Background: an optimization exercise with open tools, aiming at small area. Do not read the settings as production practice. In this exercise RTL edits were held to simulation tests only and were not proved equivalent to the original. No activity file was given, so power comes from the tool's default toggle rates.

### flow/run.sh
#!/bin/bash
# The standard layout (standard.sh), with two changes:
#  - port buffers use the smallest buffer (buf_1) instead of the resizer's choice;
#  - the clock tree uses clkbuf_8 with sink clusters of up to 16 flip-flops
#    within 80 um, and no dummy clock loads.
# All tool output goes to standard.log in this folder (ORFS's own per-step logs
# are kept under orfs/logs/).
set -euo pipefail
export BUFFER_PORTS_ARGS="-buffer_cell sky130_fd_sc_hd__buf_1"
export CTS_ARGS="-sink_clustering_enable -repair_clock_nets -dont_use_dummy_load -buf_list {sky130_fd_sc_hd__clkbuf_8} -sink_clustering_size 16 -sink_clustering_max_diameter 80"
bash standard.sh > standard.log 2>&1
### standard.sh
#!/bin/bash
# synth_recipe.tcl (not shown) runs the flow's synth.tcl, then flattens the netlist and writes it again
# the make line also repeats each setting of config.mk as NAME=value (left out here)
make -C /OpenROAD-flow-scripts/flow DESIGN_CONFIG=/design/flow/config.mk WORK_HOME=/design/flow/orfs CLKGATE_MAP_FILE= SYNTH_SCRIPT=/design/flow/synth_recipe.tcl "${@:-finish}"
### config.mk
export PLATFORM = sky130hd
export DESIGN_NAME = regfile
export DESIGN_NICKNAME = regfile
export VERILOG_FILES = /design/flow/design.v
export SDC_FILE = /design/flow/constraint.sdc
export NUM_CORES = 4
export LEC_CHECK = 0
export CAP_MARGIN = 20
export CORE_MARGIN = 2
export CORE_UTILIZATION = 45
export SETUP_SLACK_MARGIN = 0.1
export SLEW_MARGIN = 20
export SYNTH_HIERARCHICAL = 1
### constraint.sdc
create_clock -name core_clock -period 5.0 [get_ports {clk}]
set_input_delay 1.0000 -clock core_clock [delete_from_list [all_inputs] [get_ports {clk}]]
set_output_delay 1.0000 -clock core_clock [all_outputs]
set_load 0.01 [all_outputs]
### design.v
module rf_aoi222 (a1, a2, b1, b2, c1, c2, y);
	input a1, a2, b1, b2, c1, c2;
	output y;
	assign y = ~((a1 & a2) | (b1 & b2) | (c1 & c2));
endmodule
module rf_nand2 (a1, a2, y);
	input a1, a2;
	output y;
	assign y = ~(a1 & a2);
endmodule
module rf_or11n (n, y);
	input [10:0] n;
	output y;
	assign y = ~&n;
endmodule
module rf_hold (en, en_n, d, q, y);
	input en, en_n, d, q;
	output y;
	assign y = (en & d) | (en_n & q);
endmodule
module rf_rdbit (d, sel, y);
	input [31:1] d, sel;
	output y;
	wire [10:0] n;
	genvar g;
	generate
		for (g = 0; g < 10; g = g + 1) begin : grp
			rf_aoi222 u (.a1(d[3*g+1]), .a2(sel[3*g+1]), .b1(d[3*g+2]), .b2(sel[3*g+2]),
			             .c1(d[3*g+3]), .c2(sel[3*g+3]), .y(n[g]));
		end
	endgenerate
	rf_nand2 u31 (.a1(d[31]), .a2(sel[31]), .y(n[10]));
	rf_or11n uor (.n(n), .y(y));
endmodule
module regfile (r_data1, r_data2, clk, rst, r_reg1, r_reg2, w_reg, w_data, w_enable);
	output [31:0] r_data1, r_data2;
	input [31:0] w_data;
	input [4:0] r_reg1, r_reg2, w_reg;
	input clk, rst, w_enable;
	reg  [31:1] valid;
	wire [31:1] we, we_n, s1, s2;
	reg  [32*32-1:32] data;
	genvar i, j;
	generate
		for (i = 1; i < 32; i = i + 1) begin : r
			wire [31:0] dnext;
			assign we[i]   = w_enable && (w_reg == i);
			assign we_n[i] = ~we[i];
			always @(posedge clk or negedge rst)
				if (!rst)
					valid[i] <= 1'b0;
				else if (we[i])
					valid[i] <= 1'b1;
			for (j = 0; j < 32; j = j + 1) begin : b
				rf_hold h (.en(we[i]), .en_n(we_n[i]), .d(w_data[j]), .q(data[32*i+j]), .y(dnext[j]));
			end
			always @(posedge clk)
				data[32*i +: 32] <= dnext;
			assign s1[i] = valid[i] && (r_reg1 == i);
			assign s2[i] = valid[i] && (r_reg2 == i);
		end
		for (j = 0; j < 32; j = j + 1) begin : c
			wire [31:1] col;
			for (i = 1; i < 32; i = i + 1) begin : m
				assign col[i] = data[32*i+j];
			end
			rf_rdbit rd1 (.d(col), .sel(s1), .y(r_data1[j]));
			rf_rdbit rd2 (.d(col), .sel(s2), .y(r_data2[j]));
		end
	endgenerate
endmodule
==> flow_metrics.env, run 1 <==
export IMPL_status="finished clean"
export IMPL_power_mw=17.6
export IMPL_seq_area_um2=20600
export IMPL_first_global_vias=38700
export IMPL_r2r_start="valid[31]"
export IMPL_yosysTopAreaCell="dfxtp_1"
export IMPL_async_flop_share_pct=3.03
export IMPL_holdWs_ns=0.362
export IMPL_startpoint="r_reg1[4]"
export IMPL_drtAntennaViolNets=0
export IMPL_pre_cts_ws_ns=0.245
export IMPL_die_w_um=298
export IMPL_cp_arrival_ns=3.88
export IMPL_worst_slack_ns=0.116
export IMPL_required_ns=4.00
export IMPL_dieArea_um2=88800
export IMPL_first_iter_violations=10600
export IMPL_finalMaxSlewViolations=0
export IMPL_fin_tns_setup_ns=0
export IMPL_clockBufferDepth=3
export IMPL_cts_htree_levels=3
export IMPL_cts_tree="done"
export IMPL_synthesis_instances=3211
export IMPL_synth_edf_count=0
export IMPL_finish_instance_area_um2=43600
export IMPL_slowest_stage="nand4_1"
export IMPL_worstSetupEndpointType="primary output"
export IMPL_post_route_util_pct=51.1
export IMPL_hold_viol_final=0
export IMPL_tightest_slew_ns=1.34
export IMPL_placed_cell_area_um2=42600
export IMPL_core_um2=85400
export IMPL_grt_antenna_before_repair=18
export IMPL_finalNonFillerCells=4707
export IMPL_post_route_period_util_pct=97.7
export IMPL_synth_top_area_share_pct=51.0
export IMPL_criticalPathCategory="in2out"
export IMPL_leakage_nw=17.6
export IMPL_postCtsHoldBufs=0
export IMPL_clock_skew_final_ns=0
export IMPL_synth_warnings=7
export IMPL_num_rows=107
export IMPL_overflow=0
export IMPL_fin_nets=3604
export IMPL_place_congestion=0.984
export IMPL_ys_top_cells_by_area="dfxtp_1 (51%), a22o_1 (22%), a222oi_1 (16%)"
export IMPL_grt_use_total_pct=42.2
export IMPL_avgRoutedWirePerCell_um=42.4
export IMPL_fp_dieH_um=298
export IMPL_ir_drop_uv=229
export IMPL_portBuffers=113
export IMPL_multi_input_area_um2=18500
export IMPL_worst_setup_path_start_kind="input pin"
export IMPL_dp_cells=4622
export IMPL_root_buffer="clkbuf_8"
export IMPL_post_route_min_period_ns=4.88
export IMPL_timing_slew_headroom_pct=10.4
export IMPL_vias=39900
export IMPL_syn2layout_area_growth_pct=12.2
export IMPL_insertion_delay_ns=0.75
export IMPL_nFillCells=7627
export IMPL_grt_pass1_wl_um=276000
export IMPL_viasPerCell=8.48
export IMPL_crit_top_cell="buf_1"
export IMPL_synth_cell_area_um2=38900
export IMPL_synth_ff_latch_count=1023
export IMPL_start_util_pct=45.6
export IMPL_clock_sinks=1023
export IMPL_synth_main_ff_cell="dfxtp_1"
export IMPL_cts_buffers=74
export IMPL_hp_class="in2async"
export IMPL_first_pass_iters=17
export IMPL_synth_common_cells="a22o_1 (992), dfxtp_1 (992), a222oi_1 (640)"
export IMPL_wl_um=200000
export IMPL_drive_gt1_share_pct=8.95
export IMPL_synth_fp_nets=3261
export IMPL_worst_path_max_fanout=19
export IMPL_setup_violations_final=0
export IMPL_cap_violations=0
export IMPL_clock_fmax_mhz=205
export IMPL_io_pins=114
export IMPL_ys_types=31
export IMPL_p_per_area_nw_per_um2=404
export IMPL_drc=0
export IMPL_grt_max_degree=33
export IMPL_slowest_delay_ns=0.62
export IMPL_post_dp_hpwl_um=108000
export IMPL_clkTransAtPathRegs_ns=0.11
export IMPL_yosysSeqAreaShare_pct=53.0
export IMPL_path_cells="buf_1 > and3b_1 > and3_2 > buf_4 > a222oi_1 > nand4_1 > or3_1 > buf_1"
export IMPL_synth_area_per_cell_um2=12.1
export IMPL_rsz0062_at_grt="false"
## layout make-up
type,instances,area share (%)
sequential,1023,47.3
antenna,11,0.0631
multi-input combinational,2167,42.3
tap,1144,3.28
timing repair buffer,288,4.74
clock buffer,74,2.33
## where the power goes
part | internal (mW) | switching (mW) | total [mW]
clock network | 1.34 | 2.73 | 4.07
registers | 9.78 | 1.35 | 11.1
logic | 1.24 | 1.21 | 2.44
total | 12.4 | 5.29 | 17.6
## kinds of logic after synthesis
family / synth area share, %
AO/OA/AOI/OAI: 39.4
buffers and inverters: 0.251
flip-flops: 53.0
AND/OR/NAND/NOR: 7.31
## Yosys stat by module (local to each module, per instance), excerpt
| module | cells inside | flip-flops and latches | times used |
|---|---|---|---|
| regfile | 1259 | 1023 | 1 |
| rf_aoi222 | 1 | 0 | 640 |
| rf_hold | 1 | 0 | 992 |
| rf_nand2 | 1 | 0 | 64 |
| rf_or11n | 4 | 0 | 64 |
## state kept, by name, indices dropped and copies added, names as in the netlist
name / flops
data: 992
valid: 31
## path summary, 6_finish.rpt
| path | slack, ns | end | cells after the start |
|---|---|---|---|
| max reg2reg | 4.20 | valid[31] | 1 |
| min | 0.36 | valid[6] | 1 |
| min reg2reg | 0.49 | valid[22] | 1 |
| max in group asynchronous | 4.01 | valid[22] | 1 |
| min in group core_clock | 0.49 | valid[22] | 1 |
| max | 0.12 | r_data1[13] | 8 |
## routing by layer
metal | up-vias | share of wire [%] | track usage, % | wire, um
met5 | - | 0.098 | 1.57 | 196
met4 | 12 | 7.9 | 29.6 | 15700
met3 | 889 | 16 | 16.1 | 31900
met2 | 4036 | 40 | 58.5 | 80200
met1 | 19500 | 36 | 53.5 | 71600
li1 | 15500 | - | - | -
## placed cells by master, fill, tap and decap left out, types with 12 or more instances in the layout
cell type    n
or3_1       64
clkbuf_8    74
buf_1      110
buf_4      149
dfxtp_1    992
nand2_1     89
a222oi_1   640
a22o_1     992
and3_2      22
nand3_1     64
a21o_1      23
and3_1      42
buf_12      26
nand4_1    129
nor2b_1     12
dfrtp_1     31
nor2_4      24
## worst max-delay path, delay by kind of cell
| family | cells | cell delay [ns] |
|---|---|---|
| buffers and inverters | 3 | 0.69 |
| AND/OR/NAND/NOR | 4 | 1.84 |
| AO/OA/AOI/OAI | 1 | 0.33 |
## what timing repair did
item                       in CTS  in global routing
resized for setup               0                  1
setup buffers                   0                  0
setup endpoints to repair       0                  2
==> run 2, diff against run 1 <==
--- a/config.mk
+++ b/config.mk
@@ -7,7 +7,7 @@
 export LEC_CHECK = 0
 export CAP_MARGIN = 20
 export CORE_MARGIN = 2
-export CORE_UTILIZATION = 45
+export CORE_UTILIZATION = 52
 export SETUP_SLACK_MARGIN = 0.1
 export SLEW_MARGIN = 20
 export SYNTH_HIERARCHICAL = 1
==> run 2 against run 1 <==
Compared with the run above:
- routed wire length fell by 3.3%
- clock-buffer cell count stayed put
- sequential cell count did not move
- final area hardly changed
- cell count shrank 3.7%
- critical path type unchanged
- die area down 13%
- synthesized cell count unchanged
==> flow_metrics.env, run 2 <==
export IMPL_async_flop_share_pct=3.03
export IMPL_top_regs="data x992, valid x31"
export IMPL_grt_max_degree=33
export IMPL_wl_met3_um=32300
export IMPL_placed_cell_area_um2=42500
export IMPL_fp_dieH_um=278
export IMPL_post_cts_repair_setup_buffers=0
export IMPL_worst_path_max_fanout=16
export IMPL_worst_setup_path_start_kind="input pin"
export IMPL_synth_warnings=7
export IMPL_required_ns=4.00
export IMPL_clkTransAtPathRegs_ns=0.10
export IMPL_fin_nets=3600
export IMPL_fin_tns_setup_ns=0
export IMPL_drtAntennaViolNets=0
export IMPL_wirelength_met1_um=68000
export IMPL_hold_viol_final=0
export IMPL_synth_edf_count=0
export IMPL_avgRoutedWirePerCell_um=42.6
export IMPL_synth_cell_area_um2=38900
export IMPL_cp_arrival_ns=3.97
export IMPL_clockBufferDepth=3
export IMPL_p_int_mw=12.4
export IMPL_yosysSeqAreaShare_pct=53.0
export IMPL_vias=40400
export IMPL_ys_top_cells_by_area="dfxtp_1 (51%), a22o_1 (22%), a222oi_1 (16%)"
export IMPL_cts_buffers=74
export IMPL_first_iter_violations=10900
export IMPL_first_global_vias=38400
export IMPL_drc=0
export IMPL_largest_reg_flops=992
export IMPL_hp_class="in2async"
export IMPL_num_rows=100
export IMPL_holdWs_ns=0.362
export IMPL_swShare_pct=30.0
export IMPL_status="finished clean"
export IMPL_synth_fp_nets=3261
export IMPL_worstSetupEndpointType="primary output"
export IMPL_portBuffers=113
export IMPL_synth_main_ff_cell="dfxtp_1"
export IMPL_first_pass_iters=14
export IMPL_wl_um=193000
export IMPL_clock_sinks=1023
export IMPL_power_share_combinational_pct=13.8
export IMPL_path_cells="buf_1 > and3b_1 > and3_1 > buf_4 > a222oi_1 > nand4_1 > or3_1 > buf_1"
export IMPL_routed_top_layer="met5"
export IMPL_post_dp_hpwl_um=109000
export IMPL_finish_instance_area_um2=43600
export IMPL_postCtsHoldBufs=0
export IMPL_clock_fmax_mhz=201
export IMPL_met2_length_um=77200
export IMPL_cts_tree="done"
export IMPL_ys_types=31
export IMPL_die_w_um=278
export IMPL_slowest_delay_ns=0.66
export IMPL_p_sw_mw=5.31
export IMPL_synth_ff_latch_count=1023
export IMPL_insertion_delay_ns=0.73
export IMPL_p_per_area_nw_per_um2=405
export IMPL_crit_top_cell="buf_1"
export IMPL_grt_pass1_wl_um=270000
export IMPL_cap_violations=0
export IMPL_grt_antenna_before_repair=18
export IMPL_slowest_stage="nand4_1"
export IMPL_syn2layout_area_growth_pct=12.1
export IMPL_grt_use_total_pct=47.4
export IMPL_synth_common_cells="a22o_1 (992), dfxtp_1 (992), a222oi_1 (640)"
export IMPL_seq_power_share_pct=63.1
export IMPL_place_congestion=0.980
export IMPL_start_util_pct=52.4
export IMPL_leakage_nw=17.7
export IMPL_overflow=0
export IMPL_final_cell_mix="a22o_1 (992), dfxtp_1 (992), a222oi_1 (640), buf_4 (134), nand4_1 (129)"
export IMPL_post_route_period_util_pct=99.4
export IMPL_drive_gt1_share_pct=9.53
export IMPL_clockPowerShare_pct=23.1
export IMPL_ir_drop_uv=252
export IMPL_post_route_min_period_ns=4.97
export IMPL_synth_top_area_share_pct=51.0
export IMPL_timing_slew_headroom_pct=14.3
export IMPL_yosysTopAreaCell="dfxtp_1"
export IMPL_tightest_slew_ns=1.28
export IMPL_cts_htree_levels=3
export IMPL_synthesis_instances=3211
export IMPL_dieArea_um2=77000
export IMPL_finalMaxSlewViolations=0
export IMPL_setup_violations_final=0
export IMPL_viasPerCell=8.92
export IMPL_clock_skew_final_ns=0
export IMPL_root_buffer="clkbuf_8"
export IMPL_io_pins=114
export IMPL_rsz0062_at_grt="true"
export IMPL_synth_area_per_cell_um2=12.1
export IMPL_criticalPathCategory="in2out"
export IMPL_top_register="data"
export IMPL_core_um2=74300
[run 2: cell counts after synthesis]
Identical to the previous run, type by type.
[run 2: final cells by class]
| class | instances | area, um^2 |
|---|---|---|
| sequential | 1023 | 20600 |
| fill | 6229 | 30700 |
| tap | 969 | 1210 |
| clock buffer | 74 | 1020 |
| antenna | 14 | 35.0 |
| timing repair buffer | 284 | 2200 |
| multi-input combinational | 2167 | 18500 |
[run 2: Yosys stat by module (local to each module, per instance), a selection]
module	cells inside	flops+latches	times used	area, um^2
regfile	1259	1023	1	22100
rf_aoi222	1	0	640	10.0
rf_hold	1	0	992	8.76
rf_nand2	1	0	64	3.75
rf_or11n	4	0	64	23.8
[run 2: stage by stage]
step	setup WS, ns	power [mW]	utilization, %	instances
after floorplan	1.38	12.4	-	3211
after global placement	0.289	13.4	57.0	4436
after detailed placement	0.202	13.5	57.1	4440
final	0.0285	17.7	58.7	4531
after global routing	0.0799	18.1	58.7	4522
after CTS	0.144	17.4	58.5	4514
[run 2: path summary, 6_finish.rpt]
| check | from | endpoint | slack, ns | cells past startpoint |
|---|---|---|---|---|
| max | r_reg1[2] | r_data1[27] | 0.03 | 8 |
| min | rst | valid[25] | 0.36 | 1 |
| max reg2reg | valid[19] | valid[19] | 4.19 | 1 |
| min reg2reg | valid[29] | valid[29] | 0.48 | 1 |
| max in group asynchronous | rst | valid[20] | 4.00 | 1 |
| min in group core_clock | valid[29] | valid[29] | 0.48 | 1 |
[run 2: worst max-delay path: cells and delay by family]
| family | cells | cell delay, ns |
|---|---|---|
| compound gates | 1 | 0.22 |
| buf+inv | 3 | 0.64 |
| simple gates | 4 | 2.09 |
[run 2: cell families (layout without fill, tap and decap cells)]
family | Yosys count | count (layout) | share of synthesized area, %
AO/OA/AOI/OAI | 1663 | 1663 | 39.4
buffers and inverters | 21 | 358 | 0.251
flip-flops | 1023 | 1023 | 53.0
other | 0 | 14 | 0
AND/OR/NAND/NOR | 504 | 504 | 7.31
[run 2: what timing repair did]
action,CTS,global route
hold endpoints to repair,0,0
endpoints found under the setup margin,0,8
gates resized for setup,0,5
[run 2: layer usage]
layer	GRT usage (%)	vias up
met5	0.375	-
li1	-	15500
met4	32.3	12
met1	60.8	19600
met3	18.3	976
met2	65.5	4354
[run 2: power by group through the flow]
stage	registers (mW)	clock network, mW	logic (mW)
floorplan	10.9	0	1.55
global placement	11.1	0	2.24
detailed placement	11.2	0	2.32
CTS	11.1	4.01	2.33
global route	11.3	4.30	2.54
finish	11.1	4.07	2.44
==> run 3, diff against run 2 <==
==> flow/run.sh (replaced) <==
#!/bin/bash
# The standard layout (standard.sh), with two changes:
#  - port buffers use the smallest buffer (buf_1) instead of the resizer's choice;
#  - the clock tree uses clkbuf_8 with sink clusters of up to 14 flip-flops
#    within 80 um, and no dummy clock loads.
# All tool output goes to standard.log in this folder (ORFS's own per-step logs
# are kept under orfs/logs/).
set -euo pipefail
export BUFFER_PORTS_ARGS="-buffer_cell sky130_fd_sc_hd__buf_1"
export CTS_ARGS="-sink_clustering_enable -repair_clock_nets -dont_use_dummy_load -buf_list {sky130_fd_sc_hd__clkbuf_8} -sink_clustering_size 14 -sink_clustering_max_diameter 80"
bash standard.sh > standard.log 2>&1
--- a/config.mk
+++ b/config.mk
@@ -7,7 +7,8 @@
 export LEC_CHECK = 0
 export CAP_MARGIN = 20
 export CORE_MARGIN = 2
-export CORE_UTILIZATION = 52
+export CORE_UTILIZATION = 45
+export GPL_TIMING_DRIVEN = 0
 export SETUP_SLACK_MARGIN = 0.1
 export SLEW_MARGIN = 20
 export SYNTH_HIERARCHICAL = 1
==> run 3 against run 2 <==
Compared with the run above:
- still clean
- sequential cell count unchanged
- first-iteration DRC count decreased by 18%
- register-to-register slack improved by 0.06 ns
- cell count increased by 4.0%
- critical endpoint is now r_data1[28]
- highest routed layer unchanged
==> flow_metrics.env, run 3 <==
export IMPL_status="finished clean"
export IMPL_top_register="data"
export IMPL_post_dp_hpwl_um=127000
export IMPL_clock_sinks=1023
export IMPL_largest_reg_flops=992
export IMPL_hp_class="in2async"
export IMPL_synth_cell_area_um2=38900
export IMPL_cp_arrival_ns=3.84
export IMPL_place_congestion=0.943
export IMPL_drc=0
export IMPL_seq_area_um2=20600
export IMPL_cts_tree="done"
export IMPL_synth_main_ff_cell="dfxtp_1"
export IMPL_yosysTopAreaCell="dfxtp_1"
export IMPL_p_per_area_nw_per_um2=393
export IMPL_postCtsHoldBufs=0
export IMPL_post_route_min_period_ns=4.84
export IMPL_worst_setup_path_start_kind="input pin"
export IMPL_worst_path_max_fanout=17
export IMPL_cts_buffers=83
export IMPL_grt_max_degree=33
export IMPL_synth_area_per_cell_um2=12.1
export IMPL_synth_edf_count=0
export IMPL_root_buffer="clkbuf_8"
export IMPL_grt_pass1_wl_um=275000
export IMPL_tightest_slew_ns=0.926
export IMPL_finalNonFillerCells=4711
export IMPL_leakage_nw=18.2
export IMPL_wl_um=195000
export IMPL_worstSetupEndpointType="primary output"
export IMPL_synth_ff_latch_count=1023
export IMPL_drive_gt1_share_pct=11.4
export IMPL_post_cts_repair_setup_buffers=0
export IMPL_first_iter_violations=8893
export IMPL_synth_common_cells="a22o_1 (992), dfxtp_1 (992), a222oi_1 (640)"
export IMPL_synth_fp_nets=3261
export IMPL_timing_slew_headroom_pct=38.0
export IMPL_worst_slack_ns=0.158
export IMPL_multi_input_area_um2=18600
export IMPL_fin_tns_setup_ns=0
export IMPL_nFillCells=7286
export IMPL_yosysSeqAreaShare_pct=53.0
export IMPL_drtAntennaViolNets=0
export IMPL_r2r_start="valid[14]"
export IMPL_synthesis_instances=3211
export IMPL_clkTransAtPathRegs_ns=0.09
export IMPL_hold_viol_final=0
export IMPL_grt_antenna_before_repair=11
export IMPL_dieArea_um2=88800
export IMPL_die_w_um=298
export IMPL_power_mw=17.9
export IMPL_viasPerCell=8.48
export IMPL_fp_dieH_um=298
export IMPL_ys_types=31
export IMPL_vias=40000
export IMPL_synth_top_area_share_pct=51.0
export IMPL_dp_cells=4617
export IMPL_fin_nets=3608
export IMPL_start_util_pct=45.6
export IMPL_finalMaxSlewViolations=0
export IMPL_overflow=0
export IMPL_top_regs="data x992, valid x31"
export IMPL_avgRoutedWirePerCell_um=41.4
export IMPL_first_global_vias=39500
export IMPL_cts_htree_levels=3
export IMPL_insertion_delay_ns=0.75
export IMPL_ys_top_cells_by_area="dfxtp_1 (51%), a22o_1 (22%), a222oi_1 (16%)"
export IMPL_clock_fmax_mhz=207
export IMPL_cap_violations=0
export IMPL_final_cell_mix="a22o_1 (992), dfxtp_1 (992), a222oi_1 (640), nand4_1 (129), clkbuf_8 (83)"
export IMPL_setup_violations_final=0
export IMPL_criticalPathCategory="in2out"
export IMPL_syn2layout_area_growth_pct=16.7
export IMPL_post_route_period_util_pct=96.8
export IMPL_synth_warnings=7
export IMPL_async_flop_share_pct=3.03
export IMPL_num_rows=107
export IMPL_startpoint="r_reg1[4]"
export IMPL_pre_cts_ws_ns=0.288
export IMPL_portBuffers=113
export IMPL_core_um2=85400
export IMPL_rsz0062_at_grt="false"
export IMPL_clockBufferDepth=3
export IMPL_required_ns=4.00
export IMPL_ctsResizeCount=0
export IMPL_clock_skew_final_ns=0
export IMPL_grt_use_total_pct=41.5
export IMPL_first_pass_iters=14
export IMPL_ir_drop_uv=206
export IMPL_io_pins=114
-- run 3: changes by cell type in the layout (fill, tap and decap cells not counted), sizes merged --
cell and change:
buf -7, clkbuf +15, diode -3
-- run 3: worst paths after layout --
kind | slack, ns | to | depth (start not counted)
worst max-delay path | 0.16 | r_data1[28] | 8
worst max register to register | 4.25 | valid[14] | 1
min in group core_clock | 0.48 | valid[22] | 1
max in group asynchronous | 4.30 | valid[9] | 2
worst min register to register | 0.48 | valid[22] | 1
worst min-delay path | 0.16 | valid[24] | 1
-- run 3: Yosys stat by module (local to each module, per instance), excerpt --
module	cells inside	cell area, um^2	flops+latches	copies in the design
rf_hold	1	8.76	0	992
regfile	1259	22100	1023	1
rf_aoi222	1	10.0	0	640
rf_or11n	4	23.8	0	64
rf_nand2	1	3.75	0	64
-- run 3: metal layers --
layer | vias up | part of all wire, % | GRT usage [%]
met5 | - | 0.012 | 0.595
met4 | 4 | 7.8 | 29.0
met3 | 869 | 15 | 15.3
met2 | 3957 | 41 | 59.6
met1 | 19700 | 36 | 51.5
li1 | 15500 | - | -
-- run 3: cell families after synthesis --
family	synth area share [%]
AO/OA/AOI/OAI	39.4
flip-flops	53.0
AND/OR/NAND/NOR	7.31
buffers and inverters	0.251
-- run 3: cell type report --
class | count | share of cell area, %
Antenna cell | 11 | 0.0606
Buffer | 21 | 0.215
Clock buffer | 83 | 2.52
Multi-Input combinational cell | 2167 | 40.9
Sequential cell | 1023 | 45.4
Tap cell | 1144 | 3.15
Timing Repair Buffer | 262 | 7.69
-- run 3: per-stage QoR --
stage	utilization [%]	cell area, um^2	hold slack (ns)
after floorplan	-	38900	0.433
after global placement	47.7	40800	0.447
after detailed placement	51.8	44300	0.450
after CTS	53.1	45400	0.147
after global routing	53.2	45400	0.164
final	53.2	45400	0.162
-- run 3: where the power goes --
part,switching (mW),total (mW),internal (mW)
Combinational,1.22,2.48,1.26
Clock,2.78,4.27,1.49
Sequential,1.33,11.1,9.78
Total,5.33,17.9,12.5
-- run 3: critical path, cell delays in order --
cell	delay, ns
buf_1	0.28
and3b_1	0.28
and3_2	0.42
buf_16	0.26
a222oi_1	0.33
nand4_1	0.50
or3_1	0.60
buf_1	0.17
==> run 4, diff against run 3 <==
--- a/config.mk
+++ b/config.mk
@@ -8,7 +8,6 @@
 export CAP_MARGIN = 20
 export CORE_MARGIN = 2
 export CORE_UTILIZATION = 45
-export GPL_TIMING_DRIVEN = 0
 export SETUP_SLACK_MARGIN = 0.1
 export SLEW_MARGIN = 20
 export SYNTH_HIERARCHICAL = 1
==> run 4 against run 3 <==
Compared with the run above:
- combinational power hardly changed
- die area stayed put
- first-iteration DRC count up 16%
- power barely moved
- via count rose by 0.59%
- non-clock buffer count increased by 5
- fmax shrank 0.20%
- sequential cell count unchanged
- critical path type unchanged
- critical endpoint is now r_data1[13]
- largest cell class unchanged
==> flow_metrics.env, run 4 <==
export IMPL_path_cells="buf_1 > and3b_1 > and3_1 > buf_4 > a222oi_1 > nand4_1 > or3_1 > buf_1"
export IMPL_setup_violations_final=0
export IMPL_p_int_mw=12.5
export IMPL_clock_skew_final_ns=0
export IMPL_first_iter_violations=10300
export IMPL_fin_nets=3613
export IMPL_required_ns=4.00
export IMPL_die_w_um=298
export IMPL_post_dp_hpwl_um=108000
export IMPL_grt_max_degree=33
export IMPL_leakage_nw=17.7
export IMPL_postCtsHoldBufs=0
export IMPL_synth_main_ff_cell="dfxtp_1"
export IMPL_dieArea_um2=88800
export IMPL_grt_pass1_wl_um=277000
export IMPL_clock_sinks=1023
export IMPL_post_cts_repair_setup_buffers=0
export IMPL_top_register="data"
export IMPL_cts_buffers=83
export IMPL_overflow=0
export IMPL_finish_instance_area_um2=43800
export IMPL_r2r_start="valid[31]"
export IMPL_num_rows=107
export IMPL_worst_path_max_fanout=19
export IMPL_hp_class="in2async"
export IMPL_core_um2=85400
export IMPL_drtAntennaViolNets=0
export IMPL_root_buffer="clkbuf_8"
export IMPL_cap_violations=0
export IMPL_crit_top_cell="buf_1"
export IMPL_drive_gt1_share_pct=9.21
export IMPL_vias=40200
export IMPL_ys_top_cells_by_area="dfxtp_1 (51%), a22o_1 (22%), a222oi_1 (16%)"
export IMPL_p_sw_mw=5.35
export IMPL_clock_fmax_mhz=206
export IMPL_grt_use_total_pct=42.3
export IMPL_cts_tree="done"
export IMPL_ctsResizeCount=0
export IMPL_post_route_period_util_pct=97.0
export IMPL_synthesis_instances=3211
export IMPL_hold_viol_final=0
export IMPL_viasPerCell=8.53
export IMPL_post_route_util_pct=51.3
export IMPL_placed_cell_area_um2=42600
export IMPL_power_share_combinational_pct=13.7
export IMPL_worstSetupEndpointType="primary output"
export IMPL_slowest_delay_ns=0.53
export IMPL_reg2reg_depth=1
export IMPL_largest_reg_flops=992
export IMPL_seq_power_share_pct=62.3
export IMPL_synth_warnings=7
export IMPL_io_pins=114
export IMPL_worst_setup_path_start_kind="input pin"
export IMPL_synth_ff_latch_count=1023
export IMPL_grt_antenna_before_repair=17
export IMPL_status="finished clean"
export IMPL_clockPowerShare_pct=23.9
export IMPL_ir_drop_uv=215
export IMPL_fp_dieH_um=298
export IMPL_ys_types=31
export IMPL_cts_htree_levels=3
export IMPL_rr_endpoint="valid[31]"
export IMPL_timing_slew_headroom_pct=18.7
export IMPL_finalMaxSlewViolations=0
export IMPL_avgRoutedWirePerCell_um=42.4
export IMPL_yosysSeqAreaShare_pct=53.0
export IMPL_portBuffers=113
export IMPL_place_congestion=0.984
export IMPL_top_regs="data x992, valid x31"
export IMPL_synth_edf_count=0
export IMPL_clockBufferDepth=3
export IMPL_wl_um=200000
export IMPL_nFillCells=7631
export IMPL_first_pass_iters=14
export IMPL_drc=0
export IMPL_swShare_pct=29.9
export IMPL_rsz0062_at_grt="false"
export IMPL_synth_cell_area_um2=38900
export IMPL_p_per_area_nw_per_um2=408
export IMPL_fin_tns_setup_ns=0
export IMPL_synth_top_area_share_pct=51.0
export IMPL_cp_arrival_ns=3.85
export IMPL_slowest_stage="or3_1"
export IMPL_async_flop_share_pct=3.03
export IMPL_criticalPathCategory="in2out"
export IMPL_tightest_slew_ns=1.22
export IMPL_synth_area_per_cell_um2=12.1
export IMPL_synth_fp_nets=3261
export IMPL_rrSetupSlack_ns=4.20
export IMPL_first_global_vias=38700
export IMPL_clkTransAtPathRegs_ns=0.10
export IMPL_syn2layout_area_growth_pct=12.5
export IMPL_insertion_delay_ns=0.76
export IMPL_post_route_min_period_ns=4.85
export IMPL_synth_common_cells="a22o_1 (992), dfxtp_1 (992), a222oi_1 (640)"
export IMPL_yosysTopAreaCell="dfxtp_1"
export IMPL_start_util_pct=45.6
export IMPL_final_cell_mix="a22o_1 (992), dfxtp_1 (992), a222oi_1 (640), buf_4 (147), nand4_1 (129)"
run 4: cell counts after synthesis:
Identical to the previous run, type by type.
run 4: metal layers:
layer	global-route usage, %	share of wire (%)
met5	0.595	0.014
met2	59.1	40
met1	53.9	36
met3	15.9	16
met4	28.5	7.5
run 4: power by group through the flow:
| stage | registers, mW | logic (mW) | clock network, mW |
|---|---|---|---|
| 4_1_cts | 11.1 | 2.35 | 4.25 |
| 2_1_floorplan | 10.9 | 1.55 | 0 |
| 5_1_grt | 11.3 | 2.55 | 4.51 |
| 6_report | 11.1 | 2.45 | 4.28 |
| 3_5_place_dp | 11.2 | 2.34 | 0 |
| 3_3_place_gp | 11.1 | 2.25 | 0 |
run 4: cell type report:
class	count	area, um^2	share of cell area [%]
Clock buffer	83	1140	2.61
Timing Repair Buffer	288	2080	4.74
Antenna cell	11	27.5	0.0629
Tap cell	1144	1430	3.27
Multi-Input combinational cell	2167	18500	42.2
Sequential cell	1023	20600	47.1
run 4: cell families (layout without fill, tap and decap cells):
family | after synthesis | count (layout) | synth area share (%)
other | 0 | 11 | 0
and+or+nand+nor | 504 | 504 | 7.31
DFF | 1023 | 1023 | 53.0
AOI/OAI and AO/OA | 1663 | 1663 | 39.4
buffers and inverters | 21 | 371 | 0.251
run 4: critical path, delay by kind of cell:
kind | cells | cell delay [ns]
buffers and inverters | 3 | 0.76
AND/OR/NAND/NOR | 4 | 1.75
AO/OA/AOI/OAI | 1 | 0.33
run 4: worst max-delay path by stage:
stage / startpoint / cells after the start / slack, ns / to
2_1_floorplan: w_reg[1] / 5 / 1.38 / data[100]
3_3_place_gp: r_reg1[4] / 8 / 0.32 / r_data1[13]
3_5_place_dp: r_reg1[4] / 8 / 0.25 / r_data1[25]
4_1_cts: r_reg1[4] / 8 / 0.25 / r_data1[25]
5_1_grt: r_reg2[4] / 8 / 0.11 / r_data2[1]
6_report: r_reg1[4] / 8 / 0.15 / r_data1[13]
run 4: per-stage QoR:
stage / worst slack (ns) / hold slack [ns] / cells / power (mW)
finish: 0.149 / 0.347 / 4716 / 17.9
global route: 0.112 / 0.408 / 4710 / 18.4
CTS: 0.245 / 0.370 / 4705 / 17.7
detailed placement: 0.245 / 0.463 / 4622 / 13.6
global placement: 0.320 / 0.464 / 4622 / 13.4
floorplan: 1.38 / 0.433 / 3211 / 12.4
run 4: per-module statistics from Yosys (local to each module, per instance), excerpt:
module	flip-flops and latches	times used
rf_aoi222	0	640
rf_hold	0	992
rf_nand2	0	64
rf_or11n	0	64
regfile	1023	1
==> run 5, diff against run 4 <==
==> flow/run.sh (replaced) <==
#!/bin/bash
# The standard layout (standard.sh), with two changes:
#  - port buffers use the smallest buffer (buf_1) instead of the resizer's choice;
#  - the clock tree uses clkbuf_8 with sink clusters of up to 14 flip-flops
#    within 80 um, and no dummy clock loads;
#  - after global routing, gates off the critical paths are downsized
#    (ORFS's power recovery over all paths with positive slack).
# All tool output goes to standard.log in this folder (ORFS's own per-step logs
# are kept under orfs/logs/).
set -euo pipefail
export BUFFER_PORTS_ARGS="-buffer_cell sky130_fd_sc_hd__buf_1"
export CTS_ARGS="-sink_clustering_enable -repair_clock_nets -dont_use_dummy_load -buf_list {sky130_fd_sc_hd__clkbuf_8} -sink_clustering_size 14 -sink_clustering_max_diameter 80"
export RECOVER_POWER=100
bash standard.sh > standard.log 2>&1
==> run 5 against run 4 <==
Compared with the run above:
- now fails the layout checks on capacitance limit, slew limit
- via count is 0.19% lower
- synthesized area did not move
- cell count is essentially flat
- highest routed layer unchanged
- sequential power barely moved
- clock skew is the same
- non-clock buffer count unchanged
==> flow_metrics.env, run 5 <==
export IMPL_p_per_area_nw_per_um2=410
export IMPL_grt_antenna_before_repair=17
export IMPL_synth_mux_area_share_pct=0
export IMPL_tightest_slew_ns=3.29
export IMPL_synth_top_area_share_pct=51.0
export IMPL_post_route_min_period_ns=4.92
export IMPL_required_ns=4.00
export IMPL_start_util_pct=45.6
export IMPL_synth_warnings=7
export IMPL_postCtsHoldBufs=0
export IMPL_place_congestion=0.984
export IMPL_drtAntennaViolNets=0
export IMPL_ir_drop_uv=217
export IMPL_drc=0
export IMPL_yosys_area_share_simple_pct=7.31
export IMPL_clock_fmax_mhz=203
export IMPL_synth_top_family_by_area="compound AO/OA/AOI/OAI gates"
export IMPL_die_w_um=298
export IMPL_synth_ff_latch_count=1023
export IMPL_rsz0062_at_grt="false"
export IMPL_drive_gt1_share_pct=7.89
export IMPL_post_route_period_util_pct=98.3
export IMPL_hp_class="reg2reg"
export IMPL_grt_pass1_wl_um=277000
export IMPL_synth_edf_count=0
export IMPL_dieArea_um2=88800
export IMPL_synthesis_instances=3211
export IMPL_leakage_nw=17.5
export IMPL_synth_area_per_cell_um2=12.1
export IMPL_ys_top_cells_by_area="dfxtp_1 (51%), a22o_1 (22%), a222oi_1 (16%)"
export IMPL_insertion_delay_ns=0.76
export IMPL_core_um2=85400
export IMPL_nFillCells=7677
export IMPL_timing_slew_headroom_pct=-119
export IMPL_synth_main_ff_cell="dfxtp_1"
export IMPL_first_global_vias=38700
export IMPL_first_iter_violations=10800
export IMPL_finalMaxSlewViolations=981
export IMPL_clock_skew_final_ns=0
export IMPL_synth_compound_area_share_pct=39.4
export IMPL_synth_xor_area_share_pct=0
export IMPL_worstSetupEndpointType="primary output"
export IMPL_cts_htree_levels=3
export IMPL_so_faults="capacitance limit, slew limit"
export IMPL_top_regs="data x992, valid x31"
export IMPL_worst_path_max_fanout=14
export IMPL_fin_nets=3613
export IMPL_clockBufferDepth=3
export IMPL_fp_dieH_um=298
export IMPL_finalNonFillerCells=4714
export IMPL_vias=40100
export IMPL_overflow=0
export IMPL_yosysTopAreaCell="dfxtp_1"
export IMPL_top_register="data"
export IMPL_status="complete, but fails checks"
export IMPL_grt_use_total_pct=42.3
export IMPL_avgRoutedWirePerCell_um=42.4
export IMPL_finish_instance_area_um2=43600
export IMPL_largest_reg_flops=992
export IMPL_synth_cell_area_um2=38900
export IMPL_synth_fp_nets=3261
export IMPL_ys_types=31
export IMPL_setup_violations_final=0
export IMPL_syn2layout_area_growth_pct=11.9
export IMPL_placed_cell_area_um2=42600
export IMPL_root_buffer="clkbuf_8"
export IMPL_clock_sinks=1023
export IMPL_io_pins=114
export IMPL_async_flop_share_pct=3.03
export IMPL_synth_common_cells="a22o_1 (992), dfxtp_1 (992), a222oi_1 (640)"
export IMPL_portBuffers=113
export IMPL_viasPerCell=8.51
export IMPL_dp_cells=4622
export IMPL_wl_um=200000
export IMPL_cts_buffers=83
export IMPL_criticalPathCategory="in2out"
export IMPL_final_cell_mix="a22o_1 (992), dfxtp_1 (992), a222oi_1 (640), nand4_1 (129), buf_4 (112)"
export IMPL_synthAdderAreaFrac_pct=0
export IMPL_cts_tree="done"
export IMPL_clkTransAtPathRegs_ns=0.05
export IMPL_post_dp_hpwl_um=108000
export IMPL_hold_viol_final=0
export IMPL_post_route_util_pct=51.0
export IMPL_cp_arrival_ns=3.92
export IMPL_cap_violations=32
export IMPL_first_pass_iters=22
export IMPL_grt_max_degree=33
export IMPL_worst_setup_path_start_kind="input pin"
export IMPL_holdWs_ns=0.491
export IMPL_fin_tns_setup_ns=0
export IMPL_num_rows=107
export IMPL_yosysSeqAreaShare_pct=53.0
## run 5: final timing paths
kind	startpoint	end	slack [ns]	depth (start not counted)
setup / recovery	r_reg1[4]	r_data1[2]	0.08	7
hold / removal	valid[22]	valid[22]	0.49	1
setup reg to reg	valid[31]	valid[31]	4.21	1
hold reg to reg	valid[22]	valid[22]	0.49	1
max in group asynchronous	rst	valid[22]	3.07	1
min in group asynchronous	rst	valid[6]	0.76	1
## run 5: where the power goes
group	leakage, nW	internal (mW)	switching [mW]
Clock	0.597	1.49	2.78
Sequential	8.61	9.78	1.35
Combinational	8.33	1.24	1.21
Total	17.5	12.5	5.34
## run 5: kinds of logic after synthesis
| kind of cell | Yosys count |
|---|---|
| AO/OA/AOI/OAI | 1663 |
| flip-flops | 1023 |
| AND/OR/NAND/NOR | 504 |
| buffers and inverters | 21 |
## run 5: per-module statistics from Yosys (local to each module, per instance), excerpt
module / cells inside / times used
regfile: 1259 / 1
rf_nand2: 1 / 64
rf_hold: 1 / 992
rf_aoi222: 1 / 640
rf_or11n: 4 / 64
## run 5: cell type report
cell class                      count  area (um^2)  area share (%)
Sequential cell                  1023        20600            47.4
Multi-Input combinational cell   2167        18400            42.2
Timing Repair Buffer              288         1930            4.43
Tap cell                         1144         1430            3.29
Clock buffer                       83         1140            2.62
Antenna cell                        9         22.5          0.0517
## run 5: repair_timing
action / 4_1_cts / 5_1_grt
resized for setup: 0 / 4
setup buffers: 0 / 0
setup endpoints to repair: 0 / 1
## run 5: through the flow
stage / worst slack (ns) / power (mW)
floorplan: 1.38 / 12.4
finish: 0.0827 / 17.8
detailed placement: 0.245 / 13.6
global placement: 0.320 / 13.4
global route: 0.0976 / 18.4
CTS: 0.245 / 17.7
## run 5: layer usage
metal,global-route usage [%],wire length (um),vias to the layer above
met5,0.595,69,-
met1,53.9,72100,19600
met3,15.9,31400,901
met4,28.5,15200,8
met2,59.1,80900,4116
li1,-,-,15500
## run 5: worst max-delay path, cell delays in order
cell and delay (ns):
clkbuf_1 0.23, and3b_1 0.27, and3_1 0.48, a222oi_1 0.65, nand4_1 0.54, or3_1 0.57, buf_1 0.16
==> run 6, diff against run 5 <==
--- a/config.mk
+++ b/config.mk
@@ -5,6 +5,7 @@
 export SDC_FILE = /design/flow/constraint.sdc
 export NUM_CORES = 4
 export LEC_CHECK = 0
+export ABC_AREA = 1
 export CAP_MARGIN = 20
 export CORE_MARGIN = 2
 export CORE_UTILIZATION = 45
==> run 6 against run 5 <==
Compared with the run above:
- the layout still fails its checks (capacitance limit, slew limit)
- critical path depth increased by 2
- core utilization fell by 0.81 points
- via count increased by 36%
- final area up 32%
- fmax rose by 4.1%
- power grew 0.88%
- clock power is 5% higher
- non-clock buffer count is 4 higher
- combinational power is 8% higher
- first-iteration DRC count decreased by 44%
- setup slack improved by 0.20 ns
- critical endpoint is now data[193]
- largest cell class is now multi-input gates
==> flow_metrics.env, run 6 <==
export IMPL_status="complete, but fails checks"
export IMPL_so_faults="capacitance limit, slew limit"
export IMPL_ctsResizeCount=0
export IMPL_setup_violations_final=0
export IMPL_worst_setup_path_start_kind="input pin"
export IMPL_tightest_slew_ns=3.01
export IMPL_synth_most_common_cell="nand2_1"
export IMPL_nFillCells=12200
export IMPL_avgRoutedWirePerCell_um=21.5
export IMPL_finalMaxSlewViolations=1078
export IMPL_p_int_mw=12.0
export IMPL_grt_antenna_before_repair=11
export IMPL_clkTransAtPathRegs_ns=0.09
export IMPL_drtAntennaViolNets=0
export IMPL_rrSetupSlack_ns=4.15
export IMPL_final_cell_mix="nand2_1 (6046), dfxtp_1 (992), inv_1 (786), nor2_2 (661), nor2_1 (223)"
export IMPL_synth_ff_latch_count=1023
export IMPL_core_um2=114000
export IMPL_overflow=0
export IMPL_power_share_combinational_pct=14.6
export IMPL_top_register="data"
export IMPL_viasPerCell=5.08
export IMPL_timing_slew_headroom_pct=-101
export IMPL_first_global_vias=49000
export IMPL_worst_slack_ns=0.278
export IMPL_top_regs="data x992, valid x31"
export IMPL_p_sw_mw=5.97
export IMPL_cap_violations=34
export IMPL_async_flop_share_pct=3.03
export IMPL_synth_main_ff_cell="dfxtp_1"
export IMPL_worstSetupEndpointType="flop"
export IMPL_fin_nets=9293
export IMPL_startpoint="w_reg[1]"
export IMPL_root_buffer="clkbuf_8"
export IMPL_wl_um=231000
export IMPL_yosysTopAreaCell="nand2_1"
export IMPL_fin_tns_setup_ns=0
export IMPL_cts_htree_levels=3
export IMPL_start_util_pct=45.3
export IMPL_r2r_start="valid[7]"
export IMPL_post_route_min_period_ns=4.72
export IMPL_grt_use_total_pct=38.5
export IMPL_clock_fmax_mhz=212
export IMPL_num_rows=124
export IMPL_io_pins=114
export IMPL_post_route_period_util_pct=94.4
export IMPL_cp_arrival_ns=5.40
export IMPL_hold_viol_final=0
export IMPL_ys_top_cells_by_area="nand2_1 (44%), dfxtp_1 (38%), nor2_2 (7.8%)"
export IMPL_synth_area_per_cell_um2=5.85
export IMPL_first_iter_violations=6054
export IMPL_swShare_pct=33.2
export IMPL_drc=0
export IMPL_worstHoldEndpoint="data[715]"
export IMPL_post_dp_hpwl_um=151000
export IMPL_fp_dieH_um=343
export IMPL_ir_drop_uv=212
export IMPL_rr_endpoint="valid[7]"
export IMPL_pre_cts_ws_ns=0.583
export IMPL_grt_pass1_wl_um=331000
export IMPL_clock_skew_final_ns=0
export IMPL_layout_commonest_cell="nand2_1"
export IMPL_reg2reg_depth=2
export IMPL_portBuffers=113
export IMPL_drive_gt1_share_pct=10.3
export IMPL_first_pass_iters=6
export IMPL_vias=54600
export IMPL_synth_warnings=7
export IMPL_clockBufferDepth=3
export IMPL_leakage_nw=36.3
export IMPL_synthesis_instances=8869
export IMPL_place_congestion=1.02
export IMPL_clock_sinks=1023
export IMPL_postCtsHoldBufs=0
export IMPL_seq_area_um2=20600
export IMPL_criticalPathCategory="in2reg"
export IMPL_multi_input_area_um2=28500
export IMPL_cts_buffers=85
export IMPL_synth_common_cells="nand2_1 (6046), dfxtp_1 (992), inv_1 (787)"
export IMPL_insertion_delay_ns=0.79
export IMPL_required_ns=5.68
export IMPL_largest_reg_flops=992
export IMPL_yosysSeqAreaShare_pct=39.8
export IMPL_min_path_cells=2
export IMPL_seq_power_share_pct=60.5
export IMPL_synth_top_area_share_pct=43.8
export IMPL_rsz0062_at_grt="false"
export IMPL_grt_max_degree=35
export IMPL_post_cts_repair_setup_buffers=0
export IMPL_clockPowerShare_pct=24.8
export IMPL_synth_fp_nets=8919
export IMPL_p_per_area_nw_per_um2=314
export IMPL_ys_types=12
export IMPL_syn2layout_area_growth_pct=10.7
export IMPL_min_delay_start="data[715]"
export IMPL_worst_path_max_fanout=34
export IMPL_synth_edf_count=0
export IMPL_synth_cell_area_um2=51800
export IMPL_die_w_um=343
export IMPL_cts_tree="done"
export IMPL_dieArea_um2=118000
export IMPL_hp_class="reg2reg"
## run 6: layout make-up
type,instances,area share [%]
Multi-Input combinational cell,7053,49.7
Sequential cell,1023,36.0
Inverter,788,5.15
Timing Repair Buffer,292,3.82
Tap cell,1512,3.30
Clock buffer,85,2.04
Antenna cell,3,0.0131
## run 6: logic make-up (layout without fill, tap and decap cells)
group | after synthesis | count (layout) | synth area share, %
flops | 1023 | 1023 | 39.8
buf+inv | 793 | 1165 | 5.77
other cells | 0 | 3 | 0
simple gates | 7053 | 7053 | 54.4
## run 6: worst max path at each step
stage	end	cells past startpoint
floorplan	r_data1[0]	10
global placement	r_data1[18]	12
detailed placement	r_data1[28]	12
CTS	r_data1[28]	12
global route	data[615]	9
finish	data[193]	9
## run 6: critical path: stages
cell      delay (ns)
clkbuf_1        0.16
inv_1           0.09
nor2_1          0.17
nand3_2         0.12
clkbuf_1        1.86
inv_1           0.94
clkbuf_2        0.67
nand2_1         0.22
nand2_1         0.07
## run 6: power by group through the flow
stage / combinational [mW] / sequential (mW) / clock [mW]
6_report: 2.63 / 10.9 / 4.47
5_1_grt: 2.95 / 11.1 / 4.76
4_1_cts: 2.59 / 10.9 / 4.52
3_5_place_dp: 2.59 / 11.1 / 0
3_3_place_gp: 2.50 / 11.0 / 0
2_1_floorplan: 1.53 / 10.8 / 0
## run 6: Yosys stat by module (local to each module, per instance), a selection
module / cells inside / copies in the design / flops+latches
regfile: 1349 / 1 / 1023
rf_or11n: 10 / 64 / 0
rf_aoi222: 6 / 640 / 0
rf_hold: 3 / 992 / 0
rf_nand2: 1 / 64 / 0
## run 6: through the flow
| stage | area [um^2] | total power, mW | hold WS [ns] | cells | util [%] |
|---|---|---|---|---|---|
| after detailed placement | 56600 | 13.6 | 0.442 | 10700 | 49.5 |
| after global placement | 56600 | 13.5 | 0.437 | 10700 | 49.5 |
| final | 57400 | 18.0 | 0.453 | 10800 | 50.2 |
| after floorplan | 51800 | 12.3 | 0.431 | 8869 | - |
| after CTS | 57800 | 18.0 | 0.309 | 10800 | 50.5 |
| after global routing | 57400 | 18.8 | 0.469 | 10800 | 50.2 |
## run 6: routing by layer
| layer | GRT usage [%] | vias to the layer above | wire length (um) |
|---|---|---|---|
| met4 | 21.0 | 6 | 14500 |
| met1 | 50.6 | 24700 | 94200 |
| met5 | 0 | - | 41 |
| met3 | 6.65 | 604 | 22600 |
| met2 | 59.9 | 2583 | 99400 |
| li1 | - | 26700 | - |

==> separate check: timing with driven ports <==
The results above use ideal ports. As a check the final layouts listed here were re-extracted and re-timed, cells and wires unchanged. Step 1 assumes that a clkbuf_16 drives the clock port and a buf_2 every other input. Step 2 adds t to the input delays and takes it off the output delays; t is the mean of the earliest and latest rising clock arrival at the registers after step 1. Input paths then give back, and output paths get back, about the clock's delay inside the block. Slacks: ideal / step 1 / step 2; pairs: ideal / step 1.
| run | shift t [ns] | slack for setup (ns) | worst slew at a driven data input, ns | pins driven straight from the clock port |
|---|---|---|---|---|
| run 1 | 0.784 | 0.116 / 0.090 / 0.090 | 0.11 | 1 |
| run 2 | 0.778 | 0.029 / -0.003 / -0.003 | 0.18 | 1 |
| run 3 | 0.801 | 0.158 / 0.127 / 0.127 | 0.13 | 1 |
| run 4 | 0.790 | 0.149 / 0.123 / 0.123 | 0.10 | 1 |
| run 5 | 0.791 | 0.083 / 0.053 / -0.525 | 0.11 | 1 |
| run 6 | 0.855 | 0.278 / 0.317 / -0.537 | 0.08 | 1 |
The setup slack of run 6, which loses most, moves by +0.039 ns with the drivers and by -0.815 ns with both steps.
